Source: an optimization exercise on an open RTL-to-GDS flow (aim: small area). Production flows keep margins and buffers that such runs may drop.
In this exercise RTL edits were held to simulation tests only and were not proved equivalent to the original.
No activity file was given, so power comes from the tool's default toggle rates.

==> flow/design.v <==
`timescale 1ns/1ps
module axi_stream_insert_header #(
parameter DATA_WD = 256,
parameter DATA_BYTE_WD = DATA_WD / 8,
parameter BYTE_CNT_WD = $clog2(DATA_BYTE_WD)
) (
input clk,
input rst_n,
input valid_in,
input [DATA_WD-1 : 0] data_in,
input [DATA_BYTE_WD-1 : 0] keep_in,
input last_in,
output ready_in,
output valid_out,
output [DATA_WD-1 : 0] data_out,
output [DATA_BYTE_WD-1 : 0] keep_out,
output last_out,
input ready_out,
input valid_insert,
input [DATA_WD-1 : 0] data_insert,
input [DATA_BYTE_WD-1 : 0] keep_insert,
input [BYTE_CNT_WD-1 : 0] byte_insert_cnt,
output ready_insert
);
localparam LW = 9;
localparam NB = DATA_BYTE_WD;
localparam W  = NB * LW;
assign ready_in = ready_out;
assign ready_insert = ready_out;
reg valid_s;        
reg mode_r;         
reg kflag;          
reg valid_out_r;
reg [BYTE_CNT_WD-1:0] cnt_r;    
reg [BYTE_CNT_WD-1:0] cnt_n;    
reg acc_r;          
reg rdy_r;          
reg last_out_r;
reg [W-1:0] m_n;    
reg [W-1:0] l_n;    
reg [W-1:0] out_r;
wire acc = valid_in & ready_out;
wire hdr = ~valid_s & valid_insert & acc;       
wire en  = acc & (valid_s | valid_insert);      
wire vs_next = (last_in & acc) ? 1'b0 : (valid_insert & acc) ? 1'b1 : valid_s;
wire [W-1:0] in_l, ins_l;
genvar g;
generate for (g = 0; g < NB; g = g + 1) begin : pk
    assign in_l[g*LW +: LW]  = {keep_in[g], data_in[g*8 +: 8]};
    assign ins_l[g*LW +: LW] = {keep_insert[g], data_insert[g*8 +: 8]};
end endgenerate
wire shift  = valid_s & acc;                    
wire hdr_mb = hdr & ~last_in;                   
wire hdr_1b = hdr & last_in;                    
wire [BYTE_CNT_WD-1:0] cnt_ld = hdr ? byte_insert_cnt : cnt_r;
wire [NB-1:0] sel_l_n, sel_ins, sel_in;
generate for (g = 0; g < NB; g = g + 1) begin : ls
    wire low = (g <= cnt_ld);
    assign sel_l_n[g] = ~(low & ~hdr);
    assign sel_ins[g] = low & hdr_mb;
    assign sel_in[g]  = low ? hdr_1b : (shift | hdr_mb);
end endgenerate
wire [W-1:0] m_d, l_d;
axi_stream_insert_header_load #(.NB(NB), .LW(LW)) u_load (
    .l_n(l_n), .in_l(in_l), .ins_l(ins_l),
    .l_ld(en), .l_hold_n(en),
    .sel_l_n(sel_l_n), .sel_ins(sel_ins), .sel_in(sel_in),
    .m_d(m_d), .l_d(l_d));
wire [BYTE_CNT_WD-1:0] ksel = valid_s ? cnt_r : byte_insert_cnt;
always @(posedge clk, negedge rst_n) begin
    if (!rst_n) begin
        valid_s <= 1'b0;
        mode_r <= 1'b0;
        kflag <= 1'b0;
        valid_out_r <= 1'b0;
    end else begin
        valid_s <= vs_next;
        mode_r <= vs_next | valid_s;
        if (en)
            kflag <= keep_in[ksel];
        valid_out_r <= rdy_r & (mode_r ? acc_r : kflag);
    end
end
always @(posedge clk) begin
    acc_r <= acc;
    rdy_r <= ready_out;
    if (hdr) begin
        cnt_r <= byte_insert_cnt;
        cnt_n <= ~byte_insert_cnt;
    end
    last_out_r <= (last_in & acc & ~kflag) | (~mode_r & kflag & rdy_r);
    m_n <= m_d;
    l_n <= l_d;
end
wire [W-1:0] st [0:BYTE_CNT_WD];
assign st[0] = {m_n[LW-1:0], m_n[W-1:LW]};
genvar k;
generate for (k = BYTE_CNT_WD-1; k >= 0; k = k - 1) begin : rot
    localparam I = BYTE_CNT_WD-1-k;
    localparam S = (1 << k) * LW;
    wire [W-1:0] r = {st[I][S-1:0], st[I][W-1:S]};
    assign st[I+1] = ~((r | {W{cnt_n[k]}}) & (st[I] | {W{cnt_r[k]}}));
end endgenerate
wire [W-1:0] win = (BYTE_CNT_WD % 2) ? st[BYTE_CNT_WD] : ~st[BYTE_CNT_WD];
always @(posedge clk)
    out_r <= win;
generate for (g = 0; g < NB; g = g + 1) begin : upk
    assign data_out[g*8 +: 8] = out_r[g*LW +: 8];
    assign keep_out[g] = out_r[g*LW + 8];
end endgenerate
assign valid_out = valid_out_r;
assign last_out = last_out_r;
endmodule
module axi_stream_insert_header_load #(
parameter NB = 32,
parameter LW = 9
) (
input [NB*LW-1:0] l_n,
input [NB*LW-1:0] in_l,
input [NB*LW-1:0] ins_l,
input l_ld,
input l_hold_n,
input [NB-1:0] sel_l_n,
input [NB-1:0] sel_ins,
input [NB-1:0] sel_in,
output [NB*LW-1:0] m_d,
output [NB*LW-1:0] l_d
);
localparam W = NB * LW;
wire [W-1:0] sel_l_n_w;
genvar g;
generate for (g = 0; g < NB; g = g + 1) begin : lx
    assign sel_l_n_w[g*LW +: LW] = {LW{sel_l_n[g]}};
end endgenerate
wire [W-1:0] from_l = ~(l_n | sel_l_n_w);
axi_stream_insert_header_sel #(.NB(NB), .LW(LW)) u_sel (
    .a(in_l), .sa(sel_in), .b(ins_l), .sb(sel_ins), .c(from_l), .y(m_d));
assign l_d = ~((~l_n & ~{W{l_hold_n}}) | (in_l & {W{l_ld}}));
endmodule
module axi_stream_insert_header_sel #(
parameter NB = 32,
parameter LW = 9
) (
input [NB*LW-1:0] a,
input [NB-1:0] sa,
input [NB*LW-1:0] b,
input [NB-1:0] sb,
input [NB*LW-1:0] c,
output [NB*LW-1:0] y
);
genvar g;
generate for (g = 0; g < NB; g = g + 1) begin : ln
    assign y[g*LW +: LW] = ~((a[g*LW +: LW] & {LW{sa[g]}}) | (b[g*LW +: LW] & {LW{sb[g]}}) | c[g*LW +: LW]);
end endgenerate
endmodule
==> flow/config.mk <==
export PLATFORM = sky130hd
export DESIGN_NAME = axi_stream_insert_header
export DESIGN_NICKNAME = axi_stream_insert_header
export VERILOG_FILES = /design/flow/design.v
export SDC_FILE = /design/flow/constraint.sdc
export NUM_CORES = 4
export LEC_CHECK = 0
export CAP_MARGIN = 30
export CORE_MARGIN = 2
export CORE_UTILIZATION = 45
export SLEW_MARGIN = 25
export SYNTH_HIERARCHICAL = 1
==> flow/constraint.sdc <==
create_clock -name core_clock -period 5.0 [get_ports {clk}]
set_input_delay 1.0000 -clock core_clock [delete_from_list [all_inputs] [get_ports {clk}]]
set_output_delay 1.0000 -clock core_clock [all_outputs]
set_load 0.01 [all_outputs]
standard.sh (not shown) runs the stock make flow with config.mk's settings and CLKGATE_MAP_FILE= SYNTH_SCRIPT=/design/flow/synth_recipe.tcl, a recipe that flattens the netlist after the stock synthesis.
==> flow/flow/run.sh <==
#!/bin/bash
# The standard layout (standard.sh), with two changes to how the layout
# is made: the port buffers use the smallest buffer cell, and clock tree
# synthesis adds no dummy loads, clusters up to 12 registers per leaf buffer
# and builds the tree from clkbuf_4/clkbuf_8.
set -euo pipefail
bash standard.sh \
  "BUFFER_PORTS_ARGS=-buffer_cell sky130_fd_sc_hd__buf_1" \
  "CTS_ARGS=-sink_clustering_enable -repair_clock_nets -dont_use_dummy_load -sink_clustering_size 12 -sink_clustering_max_diameter 80 -buf_list {sky130_fd_sc_hd__clkbuf_4 sky130_fd_sc_hd__clkbuf_8}" \
  finish > standard_flow.log 2>&1
Edit:
--- a/flow/design.v
+++ b/flow/design.v
@@ -52,18 +52,20 @@
 wire shift  = valid_s & acc;                    
 wire hdr_mb = hdr & ~last_in;                   
 wire hdr_1b = hdr & last_in;                    
+wire ended  = ~valid_s & mode_r & ~hdr;         
+wire m_ld   = shift | hdr | ended;
 wire [BYTE_CNT_WD-1:0] cnt_ld = hdr ? byte_insert_cnt : cnt_r;
 wire [NB-1:0] sel_l_n, sel_ins, sel_in;
 generate for (g = 0; g < NB; g = g + 1) begin : ls
     wire low = (g <= cnt_ld);
-    assign sel_l_n[g] = ~(low & ~hdr);
+    assign sel_l_n[g] = ~(low & (shift | ended));
     assign sel_ins[g] = low & hdr_mb;
     assign sel_in[g]  = low ? hdr_1b : (shift | hdr_mb);
 end endgenerate
 wire [W-1:0] m_d, l_d;
 axi_stream_insert_header_load #(.NB(NB), .LW(LW)) u_load (
-    .l_n(l_n), .in_l(in_l), .ins_l(ins_l),
-    .l_ld(en), .l_hold_n(en),
+    .m_n(m_n), .l_n(l_n), .in_l(in_l), .ins_l(ins_l),
+    .m_ld(m_ld), .l_ld(en), .l_hold_n(en),
     .sel_l_n(sel_l_n), .sel_ins(sel_ins), .sel_in(sel_in),
     .m_d(m_d), .l_d(l_d));
 wire [BYTE_CNT_WD-1:0] ksel = valid_s ? cnt_r : byte_insert_cnt;
@@ -115,9 +117,11 @@
 parameter NB = 32,
 parameter LW = 9
 ) (
+input [NB*LW-1:0] m_n,
 input [NB*LW-1:0] l_n,
 input [NB*LW-1:0] in_l,
 input [NB*LW-1:0] ins_l,
+input m_ld,
 input l_ld,
 input l_hold_n,
 input [NB-1:0] sel_l_n,
@@ -132,9 +136,9 @@
 generate for (g = 0; g < NB; g = g + 1) begin : lx
     assign sel_l_n_w[g*LW +: LW] = {LW{sel_l_n[g]}};
 end endgenerate
-wire [W-1:0] from_l = ~(l_n | sel_l_n_w);
+wire [W-1:0] keep_m = ~((m_n | {W{m_ld}}) & (l_n | sel_l_n_w));
 axi_stream_insert_header_sel #(.NB(NB), .LW(LW)) u_sel (
-    .a(in_l), .sa(sel_in), .b(ins_l), .sb(sel_ins), .c(from_l), .y(m_d));
+    .a(in_l), .sa(sel_in), .b(ins_l), .sb(sel_ins), .c(keep_m), .y(m_d));
 assign l_d = ~((~l_n & ~{W{l_hold_n}}) | (in_l & {W{l_ld}}));
 endmodule
 module axi_stream_insert_header_sel #(
Clock skew rises by 0.019 ns.
Fmax falls by 2.8%.
Cell area rises by about 1.6%.
Area after synthesis rises by 2.2%.
Routed wire length rises by about 3%.
Flip-flop and latch count does not change.
Final cell count rises by about 0.7%.
First-iteration DRC count falls by about 2%.
Total power rises by 27%.
Count of clock-buffer cells in the layout rises by 1.
Global-route usage rises by 0.57 points.
Critical path depth is unchanged.
Hold slack degrades by 0.053 ns.

-- port drivers added, routing unchanged --
In the flow no input, the clock included, has a driving cell. The finished layouts below were timed again as built, in two steps.
Step 1, drivers: a clkbuf_16 drives clk and a buf_2 each remaining input, both assumed.
Step 2 adds t to the input delays and takes it off the output delays; t is the mean of the earliest and latest rising clock arrival at the registers after step 1. Input paths then give back, and output paths get back, about the clock's delay inside the block.
Slacks: no drivers / after step 1 / after step 2; pairs: no drivers / after step 1.
| run | t, ns | setup slack, ns | clock arrival spread, ns | worst register clock-pin slew, ns |
|---|---|---|---|---|
| the first run | 0.775 | 1.275 / 1.275 / 0.632 | 0.087 / 0.086 | 0.10 / 0.10 |
| the second run | 0.783 | 1.167 / 1.167 / 0.531 | 0.107 / 0.107 | 0.09 / 0.09 |
After both steps setup and hold are still met in every run listed. The setup slack of the first run, which loses most, moves by 0.000 ns with the drivers and by -0.643 ns with both steps.
